Source: an optimization exercise on an open RTL-to-GDS flow (aim: small area and a short achievable clock period). Production flows keep margins and buffers that such runs may drop.
Function was checked by simulation only, so behaviour that the tests miss may differ from the original.
The clock port is modelled as an ideal driver, which makes a skipped or thinned clock tree look cheaper than it is; a real chip needs a root buffer or a tree.

==> run A: inputs <==
## fir_filter
module fir_filter #(parameter N = 101) (
    input wire clk,
    input wire reset,
    input wire signed [15:0] x_in,
    output reg signed [15:0] y_out
);
==> module fir_filter, before the edit <==
module fir_filter #(parameter N = 101) (
    input wire clk,
    input wire reset,
    input wire signed [15:0] x_in,
    output reg signed [15:0] y_out
);
    reg signed [15:0] d0;                   
    reg signed [15:0] dl [1:N-1];           
    reg signed [15:0] d101;                 
    reg full_q;                             
    reg [6:0] cnt;                          
    integer i;
    wire full = (cnt == N);
    always @(posedge clk) begin
        dl[1] <= d0;
        for (i = 2; i < N; i = i + 1)
            dl[i] <= dl[i-1];
        d101 <= dl[N-1];
    end
    always @(posedge clk or posedge reset) begin
        if (reset) begin
            d0 <= 16'd0;
            full_q <= 1'b0;
            y_out <= 16'd0;
            cnt <= 7'd0;
        end else begin
            d0 <= x_in;
            full_q <= full;
            y_out <= d0 + (full_q ? d101 : 16'sd0) - y_out;
            if (!full)
                cnt <= cnt + 7'd1;
        end
    end
endmodule
==> flow/config.mk <==
export PLATFORM = sky130hd
export DESIGN_NAME = fir_filter
export DESIGN_NICKNAME = fir_filter
export VERILOG_FILES = /design/flow/design.v
export SDC_FILE = /design/flow/constraint.sdc
export NUM_CORES = 4
export LEC_CHECK = 0
export CAP_MARGIN = 20
export CORE_MARGIN = 2
export CORE_UTILIZATION = 60
export SLEW_MARGIN = 20
==> flow/constraint.sdc <==
create_clock -name core_clock -period 12.0 [get_ports {clk}]
set_input_delay 2.4000 -clock core_clock [delete_from_list [all_inputs] [get_ports {clk}]]
set_output_delay 2.4000 -clock core_clock [all_outputs]
set_load 0.01 [all_outputs]
standard.sh (not shown) runs the stock make flow with config.mk's settings and CLKGATE_MAP_FILE= SYNTH_SCRIPT=/design/flow/synth_recipe.tcl, a recipe that flattens the netlist after the stock synthesis.
==> flow/flow/run.sh <==
#!/bin/bash
set -euo pipefail
here=$(cd "$(dirname "$0")" && pwd)
export CTS_ARGS="-sink_clustering_enable -repair_clock_nets -dont_use_dummy_load -buf_list {sky130_fd_sc_hd__clkbuf_16} -sink_clustering_size 30 -sink_clustering_max_diameter 80"
export BUFFER_PORTS_ARGS="-buffer_cell sky130_fd_sc_hd__buf_4"
export SETUP_SLACK_MARGIN=${SETUP_SLACK_MARGIN:-9.0}
export POST_CTS_TCL=$here/post_cts.tcl
bash standard.sh MATCH_CELL_FOOTPRINT=0 finish > flow_standard.log 2>&1
==> flow/flow/clock_inv.tcl <==
# Rebuild the clock tree's buffers as inverters (same topology, same places):
# one inverter stage is faster and smaller than a two-stage buffer. Only done
# when every register sees an even number of tree stages.
proc clk_tree_levels {} {
  # Returns a dict: buffer instance name -> level (1 = driven by the port),
  # or {} if the tree is not a plain buffer tree with even depth everywhere.
  set block [ord::get_db_block]
  set net [[$block findBTerm clk] getNet]
  set levels [dict create]
  set frontier [list [list $net 0]]
  while {[llength $frontier]} {
    set next {}
    foreach item $frontier {
      lassign $item n lvl
      foreach it [$n getITerms] {
        if {![$it isInputSignal] && [$it getIoType] ne "INPUT"} { continue }
        set inst [$it getInst]
        set m [[$inst getMaster] getName]
        if {[string match "sky130_fd_sc_hd__clkbuf_*" $m]} {
          dict set levels [$inst getName] [expr {$lvl + 1}]
          set out [[$inst findITerm X] getNet]
          lappend next [list $out [expr {$lvl + 1}]]
        } elseif {[$it getMTerm] ne "NULL" && [[$it getMTerm] getSigType] eq "CLOCK" || [[$it getMTerm] getName] eq "CLK"} {
          if {$lvl % 2 != 0} { puts "clock sink [$inst getName] at odd depth $lvl"; return {} }
        } else {
          puts "clock net feeds [$inst getName] ($m) pin [[$it getMTerm] getName]"
          return {}
        }
      }
    }
    set frontier $next
  }
  return $levels
}

proc clk_swap_inst {name cell} {
  set block [ord::get_db_block]
  set inst [$block findInst $name]
  set loc [$inst getLocation]
  set orient [$inst getOrient]
  set a_net [[$inst findITerm A] getNet]
  set x_net [[$inst findITerm X] getNet]
  odb::dbInst_destroy $inst
  set new [odb::dbInst_create $block [[ord::get_db] findMaster $cell] $name]
  [$new findITerm A] connect $a_net
  [$new findITerm Y] connect $x_net
  $new setOrient $orient
  $new setLocation [lindex $loc 0] [lindex $loc 1]
  $new setPlacementStatus PLACED
}

proc clk_tree_to_inverters {cells} {
  # cells: list of inverter cells by level (the last one is used for deeper levels)
  set levels [clk_tree_levels]
  if {[dict size $levels] == 0} { puts "clock tree left as buffers"; return 0 }
  dict for {name lvl} $levels {
    set i [expr {min($lvl, [llength $cells]) - 1}]
    clk_swap_inst $name [lindex $cells $i]
  }
  puts "clock tree: [dict size $levels] buffers replaced by inverters"
  return 1
}
==> flow/flow/post_cts.tcl <==
# Runs at the end of ORFS's CTS step.

set clk_net [get_nets [[[[ord::get_db_block] findBTerm clk] getNet] getName]]
set root_pins [get_pins -of_objects $clk_net -filter "direction == input"]
if {[llength $root_pins] == 1} {
  set root [get_cells -of_objects [lindex $root_pins 0]]
  set root_out [get_nets -of_objects [get_pins -of_objects $root -filter "direction == output"]]
  set loads [get_pins -of_objects $root_out -filter "direction == input"]
  puts "clock root [get_full_name $root] drives [llength $loads] pins"
  if {[llength $loads] <= 4} {
    set names {}
    foreach p $loads { lappend names [get_full_name $p] }
    set clk_name [get_full_name $clk_net]
    set out_name [get_full_name $root_out]
    foreach p $names {
      disconnect_pin $out_name $p
      connect_pin $clk_name $p
    }
    disconnect_pin $clk_name [get_full_name [lindex $root_pins 0]]
    delete_instance [get_full_name $root]
    delete_net $out_name
    puts "removed clock root buffer"
  }
}

detailed_placement
estimate_parasitics -placement
repair_timing -setup -setup_margin $::env(SETUP_SLACK_MARGIN) -repair_tns 100 -verbose
detailed_placement
check_placement -verbose
estimate_parasitics -placement
report_clock_latency
report_checks -path_delay max -group_path_count 3
==> run G: changes against run A <==
--- a/flow/design.v
+++ b/flow/design.v
@@ -9,7 +9,7 @@
     reg signed [15:0] d101;                 
     reg full_q;                             
-    reg [6:0] cnt;                          
+    reg [6:0] lfsr;                         
     integer i;
-    wire full = (cnt == N);
+    localparam [6:0] LFSR_N = 7'd119;
     always @(posedge clk) begin
         dl[1] <= d0;
@@ -23,11 +23,11 @@
             full_q <= 1'b0;
             y_out <= 16'd0;
-            cnt <= 7'd0;
+            lfsr <= 7'd1;
         end else begin
             d0 <= x_in;
-            full_q <= full;
-            y_out <= d0 + (full_q ? d101 : 16'sd0) - y_out;
-            if (!full)
-                cnt <= cnt + 7'd1;
+            y_out <= d0 + (full_q ? d101 : 16'sd0) + ~y_out + 16'sd1;
+            lfsr <= {lfsr[5:0], lfsr[6] ^ lfsr[5]};
+            if (lfsr == LFSR_N)
+                full_q <= 1'b1;
         end
     end
==> flow/flow/run.sh (replaced) <==
#!/bin/bash
set -euo pipefail
here=$(cd "$(dirname "$0")" && pwd)
export CTS_ARGS="-sink_clustering_enable -repair_clock_nets -dont_use_dummy_load -buf_list {sky130_fd_sc_hd__clkbuf_16} -sink_clustering_size 45 -sink_clustering_max_diameter 80"
export BUFFER_PORTS_ARGS="-buffer_cell sky130_fd_sc_hd__buf_4"
export SETUP_SLACK_MARGIN=${SETUP_SLACK_MARGIN:-8.6}
export SKIP_CTS_REPAIR_TIMING=1
export POST_CTS_TCL=$here/post_cts.tcl
export PRE_IO_PLACEMENT_TCL=$here/pre_io.tcl
bash standard.sh MATCH_CELL_FOOTPRINT=0 finish > flow_standard.log 2>&1
--- a/flow/flow/clock_inv.tcl
+++ b/flow/flow/clock_inv.tcl
@@ -61,2 +61,46 @@
   return 1
 }
+
+proc clk_leaf_slew {name} {
+  # Largest slew at the clock pins the tree inverter $name drives.
+  set w 0
+  foreach it [[[[[ord::get_db_block] findInst $name] findITerm Y] getNet] getITerms] {
+    if {[$it isInputSignal] || [$it getIoType] eq "INPUT"} {
+      set s [get_property [get_pins [[$it getInst] getName]/[[$it getMTerm] getName]] slew_max]
+      if {$s > $w} { set w $s }
+    }
+  }
+  return $w
+}
+
+proc clk_size_leaves {ladder target rounds} {
+  # Resize the last-level tree inverters along $ladder (weakest first) so the
+  # slew at every register clock pin stays under $target (ns), using the
+  # smallest inverter that does.
+  set leaves {}
+  foreach inst [[ord::get_db_block] getInsts] {
+    set m [[$inst getMaster] getName]
+    if {[lsearch $ladder $m] < 0} continue
+    set drives_reg 0
+    foreach it [[[$inst findITerm Y] getNet] getITerms] {
+      if {[[$it getMTerm] getName] eq "CLK"} { set drives_reg 1; break }
+    }
+    if {$drives_reg} { lappend leaves [$inst getName] }
+  }
+  for {set r 0} {$r < $rounds} {incr r} {
+    estimate_parasitics -placement
+    set changed 0
+    foreach n $leaves {
+      set m [[[[ord::get_db_block] findInst $n] getMaster] getName]
+      set i [lsearch $ladder $m]
+      set s [clk_leaf_slew $n]
+      if {$s > $target && $i < [llength $ladder] - 1} {
+        replace_cell $n [lindex $ladder [expr {$i + 1}]]; incr changed
+      } elseif {$s < 0.8 * $target && $i > 0} {
+        replace_cell $n [lindex $ladder [expr {$i - 1}]]; incr changed
+      }
+    }
+    puts "clock leaf sizing round $r: $changed changed"
+    if {$changed == 0} break
+  }
+}
--- a/flow/flow/post_cts.tcl
+++ b/flow/flow/post_cts.tcl
@@ -24,7 +24,25 @@
 }
 
+source [file join [file dirname [info script]] clock_inv.tcl]
+if {[clk_tree_to_inverters {sky130_fd_sc_hd__inv_16 sky130_fd_sc_hd__inv_12}]} {
+  clk_size_leaves {sky130_fd_sc_hd__inv_8 sky130_fd_sc_hd__inv_12 sky130_fd_sc_hd__inv_16} 0.11 6
+}
+
+# Port buffers: the smallest buffer is also the fastest one for the light
+# loads here (an output pin's 0.01 pF, an input's flop).
+foreach c [get_cells {input* output*}] {
+  set n [get_full_name $c]
+  if {[string match "output*" $n]} {
+    replace_cell $n sky130_fd_sc_hd__buf_1
+  } elseif {[string match "x_in*" [get_full_name [get_nets -of_objects [get_pins $n/A]]]]} {
+    replace_cell $n sky130_fd_sc_hd__buf_1
+  }
+}
+
 detailed_placement
 estimate_parasitics -placement
+repair_design
 repair_timing -setup -setup_margin $::env(SETUP_SLACK_MARGIN) -repair_tns 100 -verbose
+repair_timing -hold -verbose
 detailed_placement
 check_placement -verbose
==> flow/flow/pre_io.tcl (new file) <==
# Keep the data ports together in the middle of the bottom edge, so the
# adder, the output registers and the port buffers sit next to their pins.
set die [[ord::get_db_block] getDieArea]
set w [expr {([$die xMax] - [$die xMin]) / 1000.0}]
set names {}
foreach p [get_ports {x_in[*] y_out[*] reset}] { lappend names [get_full_name $p] }
set_io_pin_constraint -pin_names $names -region "bottom:[expr {0.25 * $w}]-[expr {0.75 * $w}]"
Settings changed: CORE_UTILIZATION 60 to 70.
==> run D: changes against run A <==
--- a/flow/design.v
+++ b/flow/design.v
@@ -8,5 +8,4 @@
     reg signed [15:0] dl [1:N-1];           
     reg signed [15:0] d101;                 
-    reg full_q;                             
     reg [6:0] cnt;                          
     integer i;
@@ -16,16 +15,15 @@
         for (i = 2; i < N; i = i + 1)
             dl[i] <= dl[i-1];
-        d101 <= dl[N-1];
     end
     always @(posedge clk or posedge reset) begin
         if (reset) begin
             d0 <= 16'd0;
-            full_q <= 1'b0;
+            d101 <= 16'd0;
             y_out <= 16'd0;
             cnt <= 7'd0;
         end else begin
             d0 <= x_in;
-            full_q <= full;
-            y_out <= d0 + (full_q ? d101 : 16'sd0) - y_out;
+            d101 <= full ? dl[N-1] : 16'd0;
+            y_out <= d0 + d101 - y_out;
             if (!full)
                 cnt <= cnt + 7'd1;
==> flow/run.sh (new file) <==
#!/bin/bash
# synth_recipe.tcl (not shown) runs the flow's synth.tcl, then flattens the netlist and writes it again
# the make line also repeats each setting of config.mk as NAME=value (left out here)
make -C /OpenROAD-flow-scripts/flow DESIGN_CONFIG=/design/flow/config.mk WORK_HOME=/design/flow/orfs CLKGATE_MAP_FILE= SYNTH_SCRIPT=/design/flow/synth_recipe.tcl finish
Settings changed: CORE_UTILIZATION 60 to 45.
removed: flow/flow/run.sh
removed: flow/flow/clock_inv.tcl
removed: flow/flow/post_cts.tcl
removed: flow/standard.sh
==> results.toml <==
[synth]
ys_ff_latch = 1655
synth_common_cells = "1600 x dfxtp_1, 62 x inv_1, 55 x dfrtp_1"
seq_area_frac_synth = 0.9555

[placed_design]
pre_cts_slack_ns = 8.406
gp_congestion = 0.7330

[sta]
fin_crit_sh = 0.3543
tightest_slew_ns = 0.9728
finalClockSkew_ns = 0.02114
rsz0062_at_grt = "no"

[pwr]
switchingPower_w = 0.002283

[die]
fp.dieArea_um2 = 79940
coreArea_um2 = 77210

[finish]
inverters = 62

[setup_path]
worstSetupStartpoint = "y_out[12]$_DFF_PP0_"

[clock_tree]
clk-insertion-delay-late_ns = 0.71

[detailed_routing]
vias = 12208
wl_met3_um = 2027

[outcome]
status = "finished clean"
The numbers above come from run D.

==> results.toml <==
[sta]
tightest_slew_ns = 0.4903
rsz0062_at_grt = "no"
finalClockSkew_ns = 0.03522
fin_crit_sh = 0.2654

[detailed_routing]
vias = 10886
wl_met3_um = 908

[die]
fp.dieArea_um2 = 51190

[synth]
seq_area_frac_synth = 0.9646
ys_ff_latch = 1656

[placed_design]
pre_cts_slack_ns = 8.965
gp_congestion = 0.7624

[outcome]
status = "finished clean"

[clock_tree]
clk-insertion-delay-late_ns = 0.27
The numbers above come from run G.

==> results.toml <==
[sta]
rsz0062_at_grt = "yes"
finalClockSkew_ns = 0.04256

[detailed_routing]
wl_met3_um = 1473
vias = 11495

[setup_path]
worstSetupStartpoint = "y_out[12]$_DFF_PP0_"

[synth]
synth_common_cells = "1616 x dfxtp_1, 46 x inv_1, 40 x dfrtp_1"

[die]
fp.dieArea_um2 = 59950
coreArea_um2 = 57480

[outcome]
status = "finished clean"

[finish]
inverters = 46
The numbers above come from run A.

In run G the design's own scripts or RTL, not TritonCTS, make the clock network.

==> separate check: timing with driven ports <==
The results above use ideal ports. As a check the final layouts listed here were re-extracted and re-timed, cells and wires unchanged.
Step 1 assumes that a clkbuf_16 drives the clock port and a buf_2 every other input.
Step 2 moves the port delays by t, midway between the first and last clock arrival at a register: inputs arrive t later, outputs are due t later. That takes back most of the time a late clock gives input paths.
a / b / c = ideal ports / drivers / drivers and shift; a / b = the first two.
run | shift t [ns] | setup WS [ns] | worst hold slack (ns) | latest minus earliest clock arrival (ns)
run A | 0.552 | 8.565 / 8.451 / 9.003 | 0.298 / 0.298 / 0.298 | 0.053 / 0.052
run G | 0.485 | 8.815 / 8.587 / 8.930 | 0.313 / 0.311 / 0.311 | 0.053 / 0.057
run D | 0.760 | 7.749 / 7.690 / 8.451 | 0.308 / 0.308 / 0.308 | 0.028 / 0.029
After both steps setup and hold are still met in every run listed.
